This design comes from an exercise in tuning for small area on the open sky130 flow, not from production work.
In this exercise RTL edits were held to simulation tests only and were not proved equivalent to the original.
Power and IR drop assume default switching activity.

$ cat flow/run.sh
#!/bin/bash
# synth_recipe.tcl (not shown) runs the flow's synth.tcl, then flattens the netlist and writes it again
# the make line also repeats each setting of config.mk as NAME=value (left out here)
make -C /OpenROAD-flow-scripts/flow DESIGN_CONFIG=/design/flow/config.mk WORK_HOME=/design/flow/orfs CLKGATE_MAP_FILE= SYNTH_SCRIPT=/design/flow/synth_recipe.tcl finish
$ cat flow/constraint.sdc
create_clock -name core_clock -period 10.0 [get_ports {clk}]
set_input_delay 2.0000 -clock core_clock [delete_from_list [all_inputs] [get_ports {clk}]]
set_output_delay 2.0000 -clock core_clock [all_outputs]
set_load 0.01 [all_outputs]
$ cat flow/design.v
`default_nettype none
module uart_core
#(
    parameter DELAY_FRAMES = 2700
)
(
    input wire clk, reset,
    input wire uart_rx,
    output wire uart_tx,
    input wire tx_send,
    input wire [7:0] tx_data_in,
    input wire tx_data_in_en,
    output reg tx_fifo_overflow,
    output reg tx_done,
    output wire [7:0] rx_data_in,
    output reg byteReady
);
assign rx_data_in = dataIn;
localparam HALF_DELAY_WAIT = (DELAY_FRAMES / 2);
reg [3:0] rxState;
reg [12:0] rxCounter;
reg [7:0] dataIn;
reg [2:0] rxBitNumber;
localparam RX_STATE_IDLE = 0;
localparam RX_STATE_START_BIT = 1;
localparam RX_STATE_READ_WAIT = 2;
localparam RX_STATE_READ = 3;
localparam RX_STATE_STOP_BIT = 5;
always @(posedge clk) begin
    if (reset == 1) begin
        rxState <= RX_STATE_IDLE;
        rxCounter <= 0;
        dataIn <= 0;
        rxBitNumber <= 0;
        byteReady <= 0;
    end else
    case (rxState)
        RX_STATE_IDLE: begin
            byteReady <= 0;
            if (uart_rx == 0) begin
                rxState <= RX_STATE_START_BIT;
                rxCounter <= 1;
                rxBitNumber <= 0;
                byteReady <= 0;
            end
        end
        RX_STATE_START_BIT: begin
            if (rxCounter == HALF_DELAY_WAIT) begin
                rxState <= RX_STATE_READ_WAIT;
                rxCounter <= 1;
            end else
                rxCounter <= rxCounter + 1;
        end
        RX_STATE_READ_WAIT: begin
            rxCounter <= rxCounter + 1;
            if ((rxCounter + 1) == DELAY_FRAMES) begin
                rxState <= RX_STATE_READ;
            end
        end
        RX_STATE_READ: begin
            rxCounter <= 1;
            dataIn <= {uart_rx, dataIn[7:1]};
            rxBitNumber <= rxBitNumber + 1;
            if (rxBitNumber == 3'b111)
                rxState <= RX_STATE_STOP_BIT;
            else
                rxState <= RX_STATE_READ_WAIT;
        end
        RX_STATE_STOP_BIT: begin
            rxCounter <= rxCounter + 1;
            if ((rxCounter + 1) == DELAY_FRAMES) begin
                rxState <= RX_STATE_IDLE;
                rxCounter <= 0;
                byteReady <= 1;
            end
        end
        default: rxState <= RX_STATE_IDLE;
    endcase
end
reg tx_fifo_shift;
reg [3:0] tx_state;
reg [24:0] tx_counter;
reg [7:0] data_out;
reg tx_pin_register;
reg [2:0] tx_bit_number;
assign uart_tx = tx_pin_register;
integer i;
localparam MEMORY_LENGTH = 16;
reg [7:0] tx_fifo [MEMORY_LENGTH-1:0];
reg [4:0] tx_fifo_pos;
always @(posedge clk) begin
    if (reset == 1) begin
        for (i = 0; i < MEMORY_LENGTH; i = i + 1) begin
            tx_fifo[i] <= 0;
        end
        tx_fifo_pos <= 0;
        tx_fifo_overflow <= 0;
    end else if (tx_data_in_en) begin
        if (tx_fifo_shift && tx_fifo_pos != 0) begin
            for (i = 0; i < MEMORY_LENGTH - 1; i = i + 1) begin
                tx_fifo[i] <= tx_fifo[i+1];
            end
            tx_fifo[tx_fifo_pos - 1] <= tx_data_in;
        end else if (tx_fifo_pos != MEMORY_LENGTH) begin
            tx_fifo_pos <= tx_fifo_pos + 1;
            tx_fifo[tx_fifo_pos[3:0]] <= tx_data_in;
        end else begin
            tx_fifo_overflow <= 1;
        end
    end else if (tx_fifo_shift && tx_fifo_pos != 0) begin
        for (i = 0; i < MEMORY_LENGTH - 1; i = i + 1) begin
            tx_fifo[i] <= tx_fifo[i+1];
        end
        tx_fifo_pos <= tx_fifo_pos - 1;
    end
end
localparam TX_STATE_IDLE = 0;
localparam TX_STATE_START_BIT = 1;
localparam TX_STATE_WRITE = 2;
localparam TX_STATE_STOP_BIT = 3;
localparam TX_STATE_DEBOUNCE = 4;
always @(posedge clk) begin
    if (reset == 1) begin
        tx_state <= TX_STATE_IDLE;
        tx_fifo_shift <= 0;
        tx_counter <= 0;
        tx_done <= 0;
        tx_pin_register <= 1;
        data_out <= 0;
        tx_bit_number <= 0;
    end else
    case (tx_state)
        TX_STATE_IDLE: begin
            tx_fifo_shift <= 0;
            if (tx_send == 1 && tx_fifo_pos != 0) begin
                tx_state <= TX_STATE_START_BIT;
                tx_counter <= 0;
                tx_done <= 0;
            end else begin
                tx_pin_register <= 1;
            end
        end
        TX_STATE_START_BIT: begin
            tx_pin_register <= 0;
            if ((tx_counter + 1) == DELAY_FRAMES) begin
                tx_state <= TX_STATE_WRITE;
                data_out <= tx_fifo[0];
                tx_bit_number <= 0;
                tx_counter <= 0;
            end else
                tx_counter <= tx_counter + 1;
        end
        TX_STATE_WRITE: begin
            tx_pin_register <= data_out[tx_bit_number];
            if ((tx_counter + 1) == DELAY_FRAMES) begin
                if (tx_bit_number == 3'b111) begin
                    tx_state <= TX_STATE_STOP_BIT;
                end else begin
                    tx_state <= TX_STATE_WRITE;
                    tx_bit_number <= tx_bit_number + 1;
                end
                tx_counter <= 0;
            end else
                tx_counter <= tx_counter + 1;
        end
        TX_STATE_STOP_BIT: begin
            tx_pin_register <= 1;
            if (tx_counter + 2 == DELAY_FRAMES)
                tx_fifo_shift <= 1;
            if ((tx_counter + 1) == DELAY_FRAMES) begin
                tx_fifo_shift <= 0;
                if (tx_fifo_pos == 1) begin
                    tx_state <= TX_STATE_IDLE;
                    tx_done <= 1;
                end else begin
                    tx_state <= TX_STATE_START_BIT;
                end
                tx_counter <= 0;
            end else
                tx_counter <= tx_counter + 1;
        end
        default: tx_state <= TX_STATE_IDLE;
    endcase
end
endmodule
$ cat flow/config.mk
export PLATFORM = sky130hd
export DESIGN_NAME = uart_core
export DESIGN_NICKNAME = uart_core
export VERILOG_FILES = /design/flow/design.v
export SDC_FILE = /design/flow/constraint.sdc
export NUM_CORES = 4
export LEC_CHECK = 0
export CAP_MARGIN = 20
export CORE_MARGIN = 2
export CORE_UTILIZATION = 40
export PLACE_DENSITY = 0.6
export SLEW_MARGIN = 20
==> results.sh, run 1 <==
export IMPL_status="timing/DRC/antenna clean"
export IMPL_synth_top_family_by_area="simple AND/OR/NAND/NOR gates"
export IMPL_max_freq_mhz=213
export IMPL_maxSlewHeadroom=0.288
export IMPL_synth_compound_area_frac=0.126
export IMPL_dr_max_layer_used="met4"
export IMPL_sw_frac_of_total=0.307
export IMPL_synthAdderAreaFrac=0.0206
export IMPL_syn2layout_area_growth_pct=10.4
export IMPL_finalMaxSlewViolations=0
export IMPL_worstMarginPinSlew_ns=1.06
export IMPL_route_detailed_drc=0
export IMPL_cpPeakStageDelay_ns=0.94
export IMPL_crit_top_cell="buf_4"
export IMPL_cts_buffers=24
export IMPL_rows=60
export IMPL_synth_seq_cells=203
export IMPL_crit_chain="buf_2, buf_4, nor2_4, buf_4, a41oi_1, a21oi_1, o21ai_0"
export IMPL_clock_sinks=203
export IMPL_wl_mm=24.7
export IMPL_p_int_mw=1.65
export IMPL_yosys_area_share_simple=0.216
export IMPL_rsz0062_at_grt="false"
export IMPL_ctsLongestPathBuffers=3
export IMPL_post_cts_setup_buffer_count=0
export IMPL_grt_pass1_wl_mm=40.3
export IMPL_die_w_um=169
export IMPL_maxCapViolCount=0
export IMPL_whs_endpoint="dataIn[0]"
export IMPL_grt_pass1_vias=7660
export IMPL_clk_pin_slew_ns=0.06
export IMPL_n_fill_cell=2584
export IMPL_clock_skew_ns=0.00808
export IMPL_hold_violations=0
export IMPL_ys_seq_area_frac=0.489
export IMPL_pwr_density_cell_mw_per_mm2=198
export IMPL_nets=1132
export IMPL_drive_gt1_frac=0.0742
export IMPL_irDropWorstVdd_uv=119
export IMPL_synthCells=1120
export IMPL_final_common_cell="nand2_1"
export IMPL_fin_crit_ns=4.70
export IMPL_dp_slack_ns=4.65
export IMPL_synth_cell_types=83
export IMPL_first_iter_violations=567
export IMPL_yosysWarnings=1
export IMPL_synthMuxAreaShare=0.0904
export IMPL_antenna_cells=0
export IMPL_cts_root_buf="clkbuf_16"
export IMPL_synth_area_per_cell_sq_um=9.76
export IMPL_crit_type="in -> reg"
export IMPL_portBuffers=24
export IMPL_grt_max_degree=84
export IMPL_reg2reg_to="tx_fifo[8][0]"
export IMPL_arrival_ns=4.90
export IMPL_wl_per_cell_um=16.9
export IMPL_io_pins=25
export IMPL_layout_common_cells="nand2_1 (200), edfxtp_1 (128), mux2i_1 (92)"
export IMPL_worst_slack_ns=5.30
export IMPL_drt_pass1_iter_count=5
export IMPL_dr_wl_met3_um=985
export IMPL_htreeDepth=1
export IMPL_ctsResizeCount=0
export IMPL_fin_crit_sh=0.470
export IMPL_tns_ns=0
export IMPL_dr_wl_met2_mm=10.7
export IMPL_clockPowerShare=0.355
export IMPL_tritoncts="built"
export IMPL_seq_power_share=0.433
export IMPL_reg2reg_depth=9
export IMPL_critPathBufInv=3
export IMPL_met1_length_mm=12.4
export IMPL_grt_use_total=0.171
export IMPL_startpoint_type="primary input"
export IMPL_vias=8198
export IMPL_r2r_start="tx_fifo_pos[0]"
export IMPL_crit_path_max_fanout=83
export IMPL_finalWeightedCongestion=0.832
export IMPL_ys_async_sr_fraction=0
export IMPL_hpwl_mm=16.0
export IMPL_grt_overflow=0
export IMPL_start_util=0.407
export IMPL_hold_class="reg -> reg"
export IMPL_finalSetupViolCount=0
export IMPL_critPathRequiredTime_ns=10.21
export IMPL_crit_family="compound AO/OA/AOI/OAI gates"
export IMPL_syn_num_nets=1151
export IMPL_synth_edf_count=128
export IMPL_cts_hold_buf=0
export IMPL_end_kind="register"
export IMPL_whs_path_depth=2
export IMPL_netlist_area_sq_mm=0.0109
export IMPL_p_leak_nw=4.48
export IMPL_dieArea_sq_mm=0.0287
export IMPL_die_y_um=169
export IMPL_synth_ff_type="edfxtp_1"
export IMPL_postRouteAntennaNets=0
export IMPL_fin_area_sq_mm=0.0121
export IMPL_antenna_found_initial=0
export IMPL_comb_power_share=0.212
export IMPL_core_area_sq_mm=0.0269
export IMPL_synth_xor_area_frac=0.0184
export IMPL_clk_latency_ns=0.51
export IMPL_timing_hold_ws_ns=0.450
export IMPL_min_delay_start="dataIn[0]"
export IMPL_dp_cells=1415
export IMPL_via_per_inst=5.62
export IMPL_final_cells=1460
export IMPL_r2r_setup_slack_ns=5.76
export IMPL_slowest_stage="a21oi_1"
export IMPL_power_switching_mw=0.731
export IMPL_dpl_cell_area_sq_mm=0.0113
[how the worst max path moves through the flow]
stage	startpoint	end	slack (ns)	cells after the start
6_report	reset	tx_fifo[8][0]	5.30	7
5_1_grt	reset	tx_fifo[8][1]	5.01	7
4_1_cts	reset	tx_fifo[5][2]	5.23	8
3_5_place_dp	reset	tx_fifo[5][7]	4.65	8
3_3_place_gp	tx_data_in_en	tx_fifo[14][3]	4.81	7
2_1_floorplan	reset	tx_fifo[12][0]	6.01	7
[registers in the layout, indices dropped and copies added (netlist names)]
| signal | flops |
|---|---|
| byteReady | 1 |
| dataIn | 8 |
| data_out | 8 |
| rxBitNumber | 3 |
| rxCounter | 13 |
| rxState | 3 |
| tx_bit_number | 3 |
| tx_counter | 25 |
| tx_done | 1 |
| tx_fifo | 128 |
| tx_fifo_overflow | 1 |
| tx_fifo_pos | 5 |
| tx_fifo_shift | 1 |
| tx_pin_register | 1 |
| tx_state | 2 |
[worst register-to-register path, stage by stage, from the launching register on]
cell	delay (ns)
dfxtp_1	0.60
inv_1	0.19
ha_1	0.26
or4b_1	0.28
nand2_1	0.15
nor2_4	0.10
buf_4	0.63
a41oi_1	0.53
a21oi_1	0.95
o21ai_0	0.24
[power groups by stage]
stage / clock network (mW) / registers (mW) / logic [mW]
floorplan: 0 / 1.02 / 0.400
global placement: 0 / 1.05 / 0.489
detailed placement: 0 / 1.05 / 0.492
CTS: 0.868 / 1.03 / 0.497
global route: 0.896 / 1.04 / 0.565
finish: 0.847 / 1.03 / 0.504
[cell type report]
class | instances | area (sq um) | area share
repair buffers | 29 | 273 | 0.0226
flip-flops and latches | 203 | 5350 | 0.443
clock buffers | 32 | 652 | 0.0540
multi-input cells | 818 | 5170 | 0.429
clock inverters | 12 | 105 | 0.00871
inverters | 25 | 93.8 | 0.00778
well taps | 341 | 427 | 0.0354
[per-layer routing]
metal | vias up | track usage
met5 | - | 0
met1 | 3941 | 0.249
met3 | 42 | 0.0245
met4 | 0 | 0.0442
li1 | 4043 | -
met2 | 172 | 0.268
[metrics by stage]
step                total power, mW  utilization
floorplan                      1.42            -
global placement               1.54        0.420
detailed placement             1.54        0.420
CTS                            2.40        0.448
global route                   2.50        0.449
finish                         2.38        0.449
[cell usage after synthesis, types with 13 or more instances]
library cell	count	share of area
nand2_1	200	0.069
edfxtp_1	128	0.35
mux2i_1	92	0.084
dfxtp_1	75	0.14
o21ai_0	68	0.031
a21oi_1	57	0.026
nor2_1	53	0.018
nand3_1	49	0.022
clkbuf_1	47	0.016
nor3_1	31	0.014
inv_1	24	0.0082
ha_1	18	0.021
buf_2	17	0.0078
nand4_1	16	0.0092
o21ai_1	16	0.0073
a21o_1	13	0.0089
xnor2_1	13	0.010
[cell families (layout without fill, tap and decap cells)]
logic type,count (synthesis),in the layout
buffers and inverters,99,98
and+or+nand+nor,463,463
muxes,96,96
xor gates and xnor gates,23,23
AOI/OAI and AO/OA,218,218
adders and majority gates,18,18
DFF,203,203
==> inputs of run 2 (changes only) <==
==> flow/design.v (replaced) <==
`default_nettype none
module uart_core
#(
    parameter DELAY_FRAMES = 2700
)
(
    input wire clk, reset,
    input wire uart_rx,
    output wire uart_tx,
    input wire tx_send,
    input wire [7:0] tx_data_in,
    input wire tx_data_in_en,
    output reg tx_fifo_overflow,
    output reg tx_done,
    output wire [7:0] rx_data_in,
    output reg byteReady
);
localparam HALF_DELAY_WAIT = (DELAY_FRAMES / 2);
reg rx_busy;
reg [11:0] rx_cnt;
reg [3:0] rx_bit;
reg [7:0] dataIn;
assign rx_data_in = dataIn;
wire rx_wrap = (rx_cnt == DELAY_FRAMES - 1);
wire rx_end  = (rx_cnt == DELAY_FRAMES - 2) && (rx_bit == 4'd9);
always @(posedge clk) begin
    if (reset) begin
        rx_busy <= 1'b0;
        dataIn <= 8'd0;
        byteReady <= 1'b0;
    end else if (!rx_busy) begin
        byteReady <= 1'b0;
        rx_cnt <= DELAY_FRAMES - HALF_DELAY_WAIT;
        rx_bit <= 4'd0;
        if (!uart_rx)
            rx_busy <= 1'b1;
    end else begin
        if (rx_end) begin
            rx_busy <= 1'b0;
            byteReady <= 1'b1;
        end
        if (rx_wrap) begin
            rx_cnt <= 12'd0;
            rx_bit <= rx_bit + 4'd1;
            if (rx_bit != 4'd0)
                dataIn <= {uart_rx, dataIn[7:1]};
        end else
            rx_cnt <= rx_cnt + 12'd1;
    end
end
reg [7:0] st [0:15];
reg [15:0] v;
wire deq;
wire full = &v;
wire wr = tx_data_in_en && (!full || deq);
wire [15:0] mv;
assign mv[15] = deq;
genvar g;
generate
    for (g = 0; g < 15; g = g + 1) begin : g_mv
        assign mv[g] = v[g] && (!v[g+1] || mv[g+1]);
    end
endgenerate
wire [15:0] in = {mv[14:0], wr};
integer i;
always @(posedge clk) begin
    if (in[0])
        st[0] <= tx_data_in;
    for (i = 1; i < 16; i = i + 1)
        if (in[i])
            st[i] <= st[i-1];
end
always @(posedge clk) begin
    if (reset) begin
        v <= 16'd0;
        tx_fifo_overflow <= 1'b0;
    end else begin
        v <= (v & ~mv) | in;
        if (tx_data_in_en && full && !deq)
            tx_fifo_overflow <= 1'b1;
    end
end
reg tx_busy;
reg [11:0] tx_cnt;
reg [3:0] tx_ph;
wire [7:0] head = st[15];
wire tx_wrap = (tx_cnt == DELAY_FRAMES - 1);
wire tx_end  = (tx_cnt == DELAY_FRAMES - 2) && (tx_ph == 4'd8);
assign deq = tx_busy && tx_end;
wire last = !(|v[14:0]);
assign uart_tx = !tx_busy || (tx_ph[3] ? (tx_ph[2:0] == 3'd0) : head[tx_ph[2:0]]);
always @(posedge clk) begin
    if (reset) begin
        tx_busy <= 1'b0;
        tx_done <= 1'b0;
    end else if (!tx_busy) begin
        tx_cnt <= DELAY_FRAMES - 1;
        tx_ph <= 4'd8;
        if (tx_send && (|v)) begin
            tx_busy <= 1'b1;
            tx_done <= 1'b0;
        end
    end else begin
        if (tx_end) begin
            tx_cnt <= DELAY_FRAMES - 1;
            if (last) begin
                tx_busy <= 1'b0;
                tx_done <= 1'b1;
            end
        end else if (tx_wrap) begin
            tx_cnt <= 12'd0;
            tx_ph <= (tx_ph == 4'd8) ? 4'd15 : tx_ph + 4'd1;
        end else
            tx_cnt <= tx_cnt + 12'd1;
    end
end
endmodule
==> results.sh, run 2 <==
export IMPL_regMostFlops="st"
export IMPL_r2r_start="tx_ph[0]"
export IMPL_clock_skew_ns=0.00923
export IMPL_clk_pin_slew_ns=0.07
export IMPL_hold_class="reg -> reg"
export IMPL_slowest_stage="mux4_2"
export IMPL_netlist_top_cells_count="edfxtp_1 (160), dfxtp_1 (29), nand2_1 (29)"
export IMPL_synth_ff_type="edfxtp_1"
export IMPL_hold_violations=0
export IMPL_syn2layout_area_growth_pct=14.0
export IMPL_maxCapViolCount=0
export IMPL_whs_endpoint="st[11][6]"
export IMPL_rows=48
export IMPL_tritoncts="built"
export IMPL_hpwl_mm=6.94
export IMPL_postRouteAntennaNets=0
export IMPL_fin_crit_sh=0.434
export IMPL_reg2reg_depth=6
export IMPL_first_iter_violations=254
export IMPL_grt_use_total=0.116
export IMPL_largest_reg_flops=128
export IMPL_grt_pass1_vias=3485
export IMPL_finalMaxSlewViolations=0
export IMPL_worst_slack_ns=5.66
export IMPL_reg_top3="st x128, v x16"
export IMPL_startpoint_type="register"
export IMPL_whs_path_depth=0
export IMPL_cts_root_buf="clkbuf_16"
export IMPL_arrival_ns=2.34
export IMPL_clk_latency_ns=0.42
export IMPL_grt_overflow=0
export IMPL_end_kind="output pin"
export IMPL_dp_slack_ns=5.51
export IMPL_min_delay_start="st[10][6]"
export IMPL_irDropWorstVdd_uv=131
export IMPL_final_common_cell="edfxtp_1"
export IMPL_pwr_density_cell_mw_per_mm2=189
export IMPL_ys_seq_area_frac=0.757
export IMPL_finalWeightedCongestion=0.798
export IMPL_crit_path_max_fanout=5
export IMPL_syn_num_nets=471
export IMPL_finalSetupViolCount=0
export IMPL_yosysMostFrequentCell="edfxtp_1"
export IMPL_netlist_area_sq_mm=0.00711
export IMPL_status="timing/DRC/antenna clean"
export IMPL_wl_mm=10.0
export IMPL_ctsLongestPathBuffers=2
export IMPL_synthCells=449
export IMPL_worstMarginPinSlew_ns=0.867
export IMPL_grt_max_degree=33
export IMPL_critPathRequiredTime_ns=8.00
export IMPL_tns_ns=0
export IMPL_timing_hold_ws_ns=0.414
export IMPL_vias=3593
export IMPL_rsz0062_at_grt="false"
export IMPL_htreeDepth=4
export IMPL_post_cts_setup_buffer_count=0
export IMPL_dieArea_sq_mm=0.0189
export IMPL_crit_type="reg -> out"
export IMPL_route_detailed_drc=0
export IMPL_wl_per_cell_um=14.0
export IMPL_final_cells=719
export IMPL_dpl_cell_area_sq_mm=0.00757
export IMPL_crit_chain="mux4_2, nand2_1, a21oi_1, a311o_1, clkdlybuf4s50_1"
export IMPL_cpPeakStageDelay_ns=0.53
export IMPL_die_w_um=137
export IMPL_ctsResizeCount=0
export IMPL_drive_gt1_frac=0.107
export IMPL_dp_cells=687
export IMPL_start_util=0.410
export IMPL_antenna_cells=0
export IMPL_cts_hold_buf=0
export IMPL_fin_area_sq_mm=0.00811
export IMPL_grt_pass1_wl_mm=16.5
export IMPL_synth_cell_types=47
export IMPL_fin_crit_ns=4.34
export IMPL_synth_area_top_cells="edfxtp_1 (68%), dfxtp_1 (8.2%), ha_1 (1.6%)"
export IMPL_synth_top_cell_by_area="edfxtp_1"
export IMPL_maxSlewHeadroom=0.419
export IMPL_portBuffers=24
export IMPL_synth_top_area_frac=0.676
export IMPL_nets=503
export IMPL_ys_async_sr_fraction=0
export IMPL_drt_pass1_iter_count=4
export IMPL_core_area_sq_mm=0.0174
export IMPL_r2r_setup_slack_ns=7.41
export IMPL_yosysWarnings=2
export IMPL_die_y_um=137
export IMPL_synth_seq_cells=189
export IMPL_max_freq_mhz=230
export IMPL_p_leak_nw=2.64
export IMPL_clock_sinks=189
export IMPL_io_pins=25
export IMPL_antenna_found_initial=0
export IMPL_cts_buffers=17
export IMPL_reg2reg_to="st[11][3]"
export IMPL_synth_area_per_cell_sq_um=15.8
export IMPL_layout_common_cells="edfxtp_1 (160), nand2_1 (29), dfxtp_1 (29)"
export IMPL_synth_edf_count=160
export IMPL_via_per_inst=5.00
-- run 2: changes by cell type after synthesis, sizes merged, moves of 21 or more --
cell    delta
clkbuf    -41
edfxtp    +32
o21ai     -66
nor3      -30
a21oi     -39
mux2i     -92
buf       -21
nand3     -32
nand2    -175
dfxtp     -46
nor2      -33
-- run 2: worst max-delay path, delay by kind of cell, from the launching register on --
family | cells | cell delay, ns
AOI/OAI and AO/OA | 2 | 0.38
buffers and inverters | 1 | 0.47
DFF | 1 | 0.47
and+or+nand+nor | 1 | 0.08
muxes | 1 | 0.53
-- run 2: power breakdown --
| group | switching [mW] | internal [mW] |
|---|---|---|
| clock network | 0.285 | 0.322 |
| registers | 0.0132 | 0.863 |
| logic | 0.0266 | 0.0199 |
-- run 2: layer usage --
layer  global-route usage  routed length [um]  vias up
met1                0.143                4400     1751
met4               0.0464                 136        0
met5                    0                   0        -
met3               0.0427                 546       12
li1                     -                   -     1768
met2                0.184                4960       62
-- run 2: area by class of cell --
cell class,instances,area (sq um)
fillers,1489,9250
flip-flops and latches,189,5390
multi-input cells,230,1590
clock buffers,17,425
well taps,225,282
repair buffers,25,243
clock inverters,15,114
inverters,18,67.6
-- run 2: cells by family after synthesis --
group,after synthesis,share of synthesized area
fa+ha+maj,9,0.0158
compound gates,73,0.0691
flops,189,0.757
xor+xnor,21,0.0259
buf+inv,30,0.0188
simple gates,125,0.107
mux,2,0.00633
-- run 2: how the worst max path moves through the flow --
stage	depth (start not counted)	from	endpoint
3_5_place_dp	4	reset	tx_ph[2]
5_1_grt	5	tx_ph[0]	uart_tx
3_3_place_gp	4	reset	tx_ph[0]
2_1_floorplan	4	reset	tx_ph[0]
6_report	5	tx_ph[0]	uart_tx
4_1_cts	5	tx_ph[0]	uart_tx
-- run 2: through the flow --
| step | power [mW] | util |
|---|---|---|
| 2_1_floorplan | 0.923 | - |
| 3_3_place_gp | 0.938 | 0.436 |
| 3_5_place_dp | 0.940 | 0.436 |
| 4_1_cts | 1.55 | 0.467 |
| 5_1_grt | 1.59 | 0.467 |
| 6_report | 1.53 | 0.467 |
==> inputs of run 3 (changes only) <==
==> flow/design.v (replaced) <==
`default_nettype none
module uart_core
#(
    parameter DELAY_FRAMES = 2700
)
(
    input wire clk, reset,
    input wire uart_rx,
    output wire uart_tx,
    input wire tx_send,
    input wire [7:0] tx_data_in,
    input wire tx_data_in_en,
    output reg tx_fifo_overflow,
    output wire tx_done,
    output wire [7:0] rx_data_in,
    output wire byteReady
);
localparam HALF_DELAY_WAIT = (DELAY_FRAMES / 2);
function [11:0] lfsr_step(input [11:0] s);
    lfsr_step = {s[10:0], s[11] ^ s[10] ^ s[9] ^ s[3]};
endfunction
function [11:0] lfsr_nth(input integer n);
    integer k;
    begin
        lfsr_nth = 12'd1;
        for (k = 0; k < n; k = k + 1)
            lfsr_nth = lfsr_step(lfsr_nth);
    end
endfunction
localparam [11:0] C_ZERO  = lfsr_nth(0);
localparam [11:0] C_LAST  = lfsr_nth(DELAY_FRAMES - 1);
localparam [11:0] C_LAST2 = lfsr_nth(DELAY_FRAMES - 2);
localparam [11:0] C_RXST  = lfsr_nth(DELAY_FRAMES - HALF_DELAY_WAIT);
reg rx_busy;
reg [11:0] rx_cnt;
reg [3:0] rx_bit;
reg [7:0] dataIn;
assign rx_data_in = dataIn;
wire rx_wrap = (rx_cnt == C_LAST);
wire rx_end  = (rx_cnt == C_LAST2) && (rx_bit == 4'd9);
assign byteReady = !rx_busy && (rx_bit == 4'd9);
always @(posedge clk) begin
    if (reset)
        rx_busy <= 1'b0;
    else if (!rx_busy)
        rx_busy <= !uart_rx;
    else if (rx_end)
        rx_busy <= 1'b0;
end
always @(posedge clk) begin
    if (reset || !rx_busy) begin
        rx_cnt <= C_RXST;
        rx_bit <= 4'd0;
    end else if (rx_wrap) begin
        rx_cnt <= C_ZERO;
        rx_bit <= rx_bit + 4'd1;
    end else
        rx_cnt <= lfsr_step(rx_cnt);
end
always @(posedge clk) begin
    if (reset)
        dataIn <= 8'd0;
    else if (rx_busy && rx_wrap && rx_bit != 4'd0)
        dataIn <= {uart_rx, dataIn[7:1]};
end
reg [7:0] st [0:15];
reg [15:0] v;
wire deq;
wire full = &v;
wire wr = tx_data_in_en && (!full || deq);
wire [15:0] mv;
assign mv[15] = deq;
genvar g;
generate
    for (g = 0; g < 15; g = g + 1) begin : g_mv
        assign mv[g] = v[g] && (!v[g+1] || mv[g+1]);
    end
endgenerate
wire [15:0] in = {mv[14:0], wr};
integer i;
always @(posedge clk) begin
    if (in[0])
        st[0] <= tx_data_in;
    for (i = 1; i < 16; i = i + 1)
        if (in[i])
            st[i] <= st[i-1];
end
always @(posedge clk) begin
    if (reset) begin
        v <= 16'd0;
        tx_fifo_overflow <= 1'b0;
    end else begin
        v <= (v & ~mv) | in;
        if (tx_data_in_en && full && !deq)
            tx_fifo_overflow <= 1'b1;
    end
end
reg tx_busy;
reg [11:0] tx_cnt;
reg [3:0] tx_ph;
wire [7:0] head = st[15];
wire tx_wrap = (tx_cnt == C_LAST);
wire tx_end  = (tx_cnt == C_LAST2) && (tx_ph == 4'd8);
assign deq = tx_busy && tx_end;
wire last = !(|v[14:0]);
wire tx_start = !tx_busy && tx_send && (|v);
assign uart_tx = !tx_busy || (tx_ph[3] ? (tx_ph[2:0] == 3'd0) : head[tx_ph[2:0]]);
assign tx_done = !tx_busy && tx_ph[3];
always @(posedge clk) begin
    if (reset)
        tx_busy <= 1'b0;
    else if (tx_start)
        tx_busy <= 1'b1;
    else if (deq && last)
        tx_busy <= 1'b0;
end
always @(posedge clk) begin
    if (!tx_busy || tx_end)
        tx_cnt <= C_LAST;
    else if (tx_wrap)
        tx_cnt <= C_ZERO;
    else
        tx_cnt <= lfsr_step(tx_cnt);
end
always @(posedge clk) begin
    if (reset)
        tx_ph <= 4'd0;
    else if (tx_start)
        tx_ph <= 4'd8;
    else if (tx_busy && tx_wrap)
        tx_ph <= (tx_ph == 4'd8) ? 4'd15 : tx_ph + 4'd1;
end
endmodule
--- a/flow/config.mk
+++ b/flow/config.mk
@@ -7,6 +7,9 @@
 export LEC_CHECK = 0
 export CAP_MARGIN = 20
 export CORE_MARGIN = 2
-export CORE_UTILIZATION = 40
-export PLACE_DENSITY = 0.6
+export CORE_UTILIZATION = 60
+export CTS_BUF_LIST = sky130_fd_sc_hd__clkbuf_8
+export CTS_CLUSTER_DIAMETER = 100
+export CTS_CLUSTER_SIZE = 40
+export PLACE_DENSITY = 0.75
 export SLEW_MARGIN = 20
==> results.sh, run 3 <==
export IMPL_synthMuxAreaShare=0.0208
export IMPL_synth_xor_area_frac=0.00676
export IMPL_vias=3304
export IMPL_hpwl_mm=6.55
export IMPL_ctsLongestPathBuffers=2
export IMPL_synth_compound_area_frac=0.0643
export IMPL_core_area_sq_mm=0.0104
export IMPL_status="timing/DRC/antenna clean"
export IMPL_timing_hold_ws_ns=0.417
export IMPL_synth_area_per_cell_sq_um=15.7
export IMPL_synth_top_cell_by_area="edfxtp_1"
export IMPL_finalWeightedCongestion=0.838
export IMPL_postRouteAntennaNets=0
export IMPL_reg_top3="st x128, v x16"
export IMPL_io_pins=25
export IMPL_die_w_um=108
export IMPL_critPathRequiredTime_ns=8.00
export IMPL_crit_family="multiplexers"
export IMPL_maxSlewHeadroom=0.420
export IMPL_wl_per_cell_um=16.2
export IMPL_fin_area_sq_mm=0.00725
export IMPL_via_per_inst=5.57
export IMPL_grt_use_total=0.184
export IMPL_ys_async_sr_fraction=0
export IMPL_rsz0062_at_grt="false"
export IMPL_ys_seq_area_frac=0.775
export IMPL_finalSetupViolCount=0
export IMPL_crit_type="reg -> out"
export IMPL_die_y_um=108
export IMPL_route_detailed_drc=0
export IMPL_start_util=0.622
export IMPL_p_leak_nw=2.50
export IMPL_rows=37
export IMPL_tns_ns=0
export IMPL_yosysWarnings=2
export IMPL_maxCapViolCount=0
export IMPL_antenna_found_initial=0
export IMPL_clk_latency_ns=0.45
export IMPL_cts_root_buf="clkbuf_8"
export IMPL_fin_crit_ns=4.24
export IMPL_pwr_density_cell_mw_per_mm2=191
export IMPL_synth_top_area_frac=0.593
export IMPL_htreeDepth=4
export IMPL_clk_pin_slew_ns=0.09
export IMPL_crit_path_max_fanout=7
export IMPL_grt_pass1_wl_mm=15.8
export IMPL_synth_ff_type="edfxtp_1"
export IMPL_clock_skew_ns=0.00961
export IMPL_dp_slack_ns=5.86
export IMPL_layout_common_cells="edfxtp_1 (128), dfxtp_1 (59), nand2_1 (35)"
export IMPL_synthCells=412
export IMPL_synthAdderAreaFrac=0.0174
export IMPL_worst_slack_ns=5.76
export IMPL_fin_crit_sh=0.424
export IMPL_dieArea_sq_mm=0.0116
export IMPL_worstMarginPinSlew_ns=0.862
export IMPL_end_kind="output pin"
export IMPL_yosysMostFrequentCell="edfxtp_1"
export IMPL_post_cts_setup_buffer_count=0
export IMPL_synth_edf_count=128
export IMPL_max_freq_mhz=236
export IMPL_drive_gt1_frac=0.0875
export IMPL_antenna_cells=0
export IMPL_slowest_stage="mux4_2"
export IMPL_wl_mm=9.61
export IMPL_nets=466
export IMPL_yosys_area_share_simple=0.0969
export IMPL_cts_hold_buf=0
export IMPL_cts_buffers=17
export IMPL_tritoncts="built"
export IMPL_final_common_cell="edfxtp_1"
export IMPL_synth_top_family_by_area="simple AND/OR/NAND/NOR gates"
export IMPL_ctsResizeCount=0
export IMPL_synth_seq_cells=187
export IMPL_syn_num_nets=434
export IMPL_regMostFlops="st"
export IMPL_grt_overflow=0
export IMPL_arrival_ns=2.24
export IMPL_fin_util=0.696
export IMPL_irDropWorstVdd_uv=169
export IMPL_drt_pass1_iter_count=4
export IMPL_critPathBufInv=1
export IMPL_netlist_top_cells_count="edfxtp_1 (128), dfxtp_1 (59), nand2_1 (35)"
export IMPL_synth_cell_types=48
export IMPL_synth_area_top_cells="edfxtp_1 (59%), dfxtp_1 (18%), nand2_1 (2.0%)"
export IMPL_hold_violations=0
export IMPL_hold_class="reg -> reg"
export IMPL_startpoint_type="register"
export IMPL_syn2layout_area_growth_pct=11.8
export IMPL_grt_max_degree=23
export IMPL_portBuffers=24
export IMPL_crit_chain="mux4_2, nand2_1, nand4_1, clkdlybuf4s50_1"
export IMPL_finalMaxSlewViolations=0
export IMPL_largest_reg_flops=128
export IMPL_dpl_cell_area_sq_mm=0.00685
export IMPL_netlist_area_sq_mm=0.00648
export IMPL_clock_sinks=187
export IMPL_cpPeakStageDelay_ns=0.58
export IMPL_grt_pass1_vias=3326
export IMPL_first_iter_violations=230
[run 3: changes by cell type in the layout (fill, tap and decap cells not counted), moves of 7 or more]
cell and delta:
xor2_1 -12, nor2_1 -11, o21ai_0 -13, clkbuf_8 +17, o31ai_1 -7, mux2i_1 +9, dfxtp_1 +30, clkbuf_16 -17
nand3_1 -10, edfxtp_1 -32
[run 3: through the flow]
| stage | total power [mW] | std cells |
|---|---|---|
| final | 1.39 | 593 |
| after floorplan | 0.899 | 412 |
| after detailed placement | 0.916 | 561 |
| after global placement | 0.913 | 561 |
| after global routing | 1.44 | 593 |
| after CTS | 1.40 | 593 |
[run 3: kinds of logic after synthesis]
| group | after synthesis |
|---|---|
| xor+xnor | 5 |
| buf+inv | 31 |
| mux | 11 |
| fa+ha+maj | 9 |
| flops | 187 |
| compound gates | 56 |
| simple gates | 113 |
[run 3: final timing paths]
check	from	to	slack, ns	cells after the start
worst min register to register	st[4][4]	st[5][4]	0.42	0
worst max register to register	tx_ph[0]	st[4][5]	7.17	6
worst max-delay path	tx_ph[0]	uart_tx	5.76	4
worst min-delay path	st[4][4]	st[5][4]	0.42	0
[run 3: power breakdown]
group          switching [mW]  internal (mW)  leakage (nW)
clock network           0.262          0.226         0.188
registers              0.0119          0.834          1.64
logic                  0.0283         0.0241         0.668
[run 3: worst register-to-register path, stage by stage (launching register included)]
cell	delay, ns
dfxtp_1	0.41
inv_1	0.09
ha_1	0.17
nand4bb_1	0.16
nor4_2	0.58
a21oi_1	0.33
a21oi_1	0.70
[run 3: cell type report]
cell class                      instances  area, sq um
Sequential cell                       187         5020
Multi-Input combinational cell        194         1340
Clock buffer                           17          234
Timing Repair Buffer                   24          240
Inverter                               20         75.1
Tap cell                              136          170
Fill cell                             726         3170
Clock inverter                         15          166
[run 3: metal layers]
metal  wire length, um  GRT usage
met5                 0          0
met4               167     0.0714
met3               482     0.0615
met2              4920      0.311
met1              4040      0.221
==> inputs of run 4 (changes only) <==
==> flow/config.mk (replaced) <==
export PLATFORM = sky130hd
export DESIGN_NAME = uart_core
export DESIGN_NICKNAME = uart_core
export VERILOG_FILES = /design/flow/design.v
export SDC_FILE = /design/flow/constraint.sdc
export NUM_CORES = 4
export LEC_CHECK = 0
export CAP_MARGIN = 20
export CORE_MARGIN = 2
export CORE_UTILIZATION = 40
export PLACE_DENSITY = 0.6
export SLEW_MARGIN = 20
==> results.sh, run 4 <==
export IMPL_dp_slack_ns=5.88
export IMPL_synth_ff_type="edfxtp_1"
export IMPL_critPathRequiredTime_ns=8.00
export IMPL_worstMarginPinSlew_ns=0.895
export IMPL_synth_seq_cells=187
export IMPL_dieArea_sq_mm=0.0172
export IMPL_grt_pass1_vias=3329
export IMPL_dpl_cell_area_sq_mm=0.00695
export IMPL_wl_per_cell_um=14.0
export IMPL_p_leak_nw=2.60
export IMPL_yosysMostFrequentCell="edfxtp_1"
export IMPL_final_common_cell="edfxtp_1"
export IMPL_synth_cell_types=48
export IMPL_antenna_found_initial=0
export IMPL_ys_async_sr_fraction=0
export IMPL_clock_sinks=187
export IMPL_cts_hold_buf=0
export IMPL_crit_chain="mux4_2, nand3b_1, nand4_1, clkdlybuf4s50_1"
export IMPL_max_freq_mhz=240
export IMPL_layout_common_cells="edfxtp_1 (128), dfxtp_1 (59), nand2_1 (35)"
export IMPL_pwr_density_cell_mw_per_mm2=209
export IMPL_synth_edf_count=128
export IMPL_synth_top_area_frac=0.593
export IMPL_reg_top3="st x128, v x16"
export IMPL_htreeDepth=4
export IMPL_maxCapViolCount=0
export IMPL_drt_pass1_iter_count=4
export IMPL_clk_latency_ns=0.42
export IMPL_route_detailed_drc=0
export IMPL_maxSlewHeadroom=0.398
export IMPL_fin_crit_sh=0.417
export IMPL_synth_area_per_cell_sq_um=15.7
export IMPL_critPathBufInv=1
export IMPL_vias=3279
export IMPL_largest_reg_flops=128
export IMPL_grt_overflow=0
export IMPL_irDropWorstVdd_uv=113
export IMPL_worst_slack_ns=5.83
export IMPL_clk_pin_slew_ns=0.06
export IMPL_tritoncts="built"
export IMPL_first_iter_violations=284
export IMPL_antenna_cells=0
export IMPL_end_kind="output pin"
export IMPL_timing_hold_ws_ns=0.416
export IMPL_fin_util=0.475
export IMPL_syn_num_nets=434
export IMPL_netlist_area_sq_mm=0.00648
export IMPL_netlist_top_cells_count="edfxtp_1 (128), dfxtp_1 (59), nand2_1 (35)"
export IMPL_rows=46
export IMPL_nets=466
export IMPL_core_area_sq_mm=0.0159
export IMPL_ys_seq_area_frac=0.775
export IMPL_hold_violations=0
export IMPL_crit_path_max_fanout=7
export IMPL_yosysWarnings=2
export IMPL_syn2layout_area_growth_pct=16.4
export IMPL_postRouteAntennaNets=0
export IMPL_synthCells=412
export IMPL_grt_use_total=0.120
export IMPL_crit_type="reg -> out"
export IMPL_ctsResizeCount=0
export IMPL_cts_root_buf="clkbuf_16"
export IMPL_regMostFlops="st"
export IMPL_hold_class="reg -> reg"
export IMPL_tns_ns=0
export IMPL_crit_family="multiplexers"
export IMPL_finalWeightedCongestion=0.793
export IMPL_status="timing/DRC/antenna clean"
export IMPL_drive_gt1_frac=0.0853
export IMPL_synth_area_top_cells="edfxtp_1 (59%), dfxtp_1 (18%), nand2_1 (2.0%)"
export IMPL_die_y_um=131
export IMPL_cpPeakStageDelay_ns=0.55
export IMPL_ctsLongestPathBuffers=2
export IMPL_grt_pass1_wl_mm=16.2
export IMPL_io_pins=25
export IMPL_fin_area_sq_mm=0.00754
export IMPL_clock_skew_ns=0.00586
export IMPL_dp_cells=641
export IMPL_startpoint_type="register"
export IMPL_via_per_inst=4.87
export IMPL_grt_max_degree=23
export IMPL_fin_crit_ns=4.17
export IMPL_start_util=0.408
export IMPL_hpwl_mm=6.38
export IMPL_finalMaxSlewViolations=0
export IMPL_portBuffers=24
export IMPL_finalSetupViolCount=0
export IMPL_arrival_ns=2.17
export IMPL_wl_mm=9.41
export IMPL_r2r_setup_slack_ns=7.23
export IMPL_cts_buffers=17
export IMPL_die_w_um=131
export IMPL_synth_top_cell_by_area="edfxtp_1"
export IMPL_rsz0062_at_grt="false"
export IMPL_slowest_stage="mux4_2"
export IMPL_final_cells=673
export IMPL_p_total_mw=1.57
export IMPL_post_cts_setup_buffer_count=0
[run 4: layout make-up]
class,instances,area [sq um]
fillers,1393,8340
flip-flops and latches,187,5020
multi-input cells,194,1340
clock buffers,18,429
well taps,216,270
repair buffers,24,240
clock inverters,14,169
inverters,20,75.1
[run 4: kinds of logic after synthesis]
kind of cell	Yosys count	synth area share
buf+inv	31	0.0185
xor+xnor	5	0.00676
simple gates	113	0.0969
fa+ha+maj	9	0.0174
flops	187	0.775
compound gates	56	0.0643
mux	11	0.0208
[run 4: worst register-to-register path, stage by stage, from the launching register on]
cell and delay (ns):
dfxtp_1 0.39, inv_1 0.09, ha_1 0.18, nand4bb_1 0.15, nor4_2 0.57, a21oi_1 0.32
a21boi_1 0.70
[run 4: path summary, 6_finish.rpt]
check / from / to / depth (start not counted)
worst max-delay path: tx_ph[0] / uart_tx / 4
worst min-delay path: st[12][5] / st[13][5] / 0
worst min register to register: st[12][5] / st[13][5] / 0
worst max register to register: tx_ph[0] / st[11][5] / 6
[run 4: report_power, final]
group / switching [mW] / leakage [nW] / total [mW] / internal [mW]
clock network: 0.279 / 0.286 / 0.674 / 0.394
logic: 0.0288 / 0.668 / 0.0529 / 0.0240
registers: 0.0118 / 1.64 / 0.847 / 0.835
total: 0.320 / 2.60 / 1.57 / 1.25
[run 4: layer usage]
| metal | up-vias | GRT usage | wire length [um] |
|---|---|---|---|
| li1 | 1611 | - | - |
| met3 | 12 | 0.0448 | 445 |
| met4 | 0 | 0.0507 | 144 |
| met2 | 70 | 0.189 | 4590 |
| met1 | 1586 | 0.151 | 4230 |
| met5 | - | 0 | 0 |

==> port drivers added, routing unchanged <==
No port has a modelled driver above. Below, the same layouts with a new extraction and two added sets of constraints. Step 1 (the two cells are an assumption about what drives the block):
set clk [get_ports {clk}]
set_driving_cell -lib_cell sky130_fd_sc_hd__clkbuf_16 $clk
set_driving_cell -lib_cell sky130_fd_sc_hd__buf_2 [delete_from_list [all_inputs] $clk]
Step 2 moves the port delays by t, midway between the first and last clock arrival at a register: inputs arrive t later, outputs are due t later. That takes back most of the time a late clock gives input paths. Three values: ideal ports, drivers, drivers and shift; two values: the first two.
run	t (ns)	setup WS [ns]	hold WS [ns]	worst setup path after step 2	slew at the worst register clock pin (ns)
run 1	0.550	5.305 / 5.330 / 4.779	0.450 / 0.450 / 0.450	input to register	0.06 / 0.06
run 2	0.461	5.657 / 5.614 / 6.075	0.414 / 0.414 / 0.414	register to output	0.07 / 0.07
run 3	0.481	5.764 / 5.730 / 5.790	0.417 / 0.417 / 0.417	input to register	0.10 / 0.10
run 4	0.457	5.833 / 5.795 / 5.830	0.416 / 0.416 / 0.416	input to register	0.07 / 0.07
After both steps every run listed still meets setup and hold. The setup slack of run 1, which loses most, moves by +0.025 ns with the drivers and by -0.526 ns with both steps.
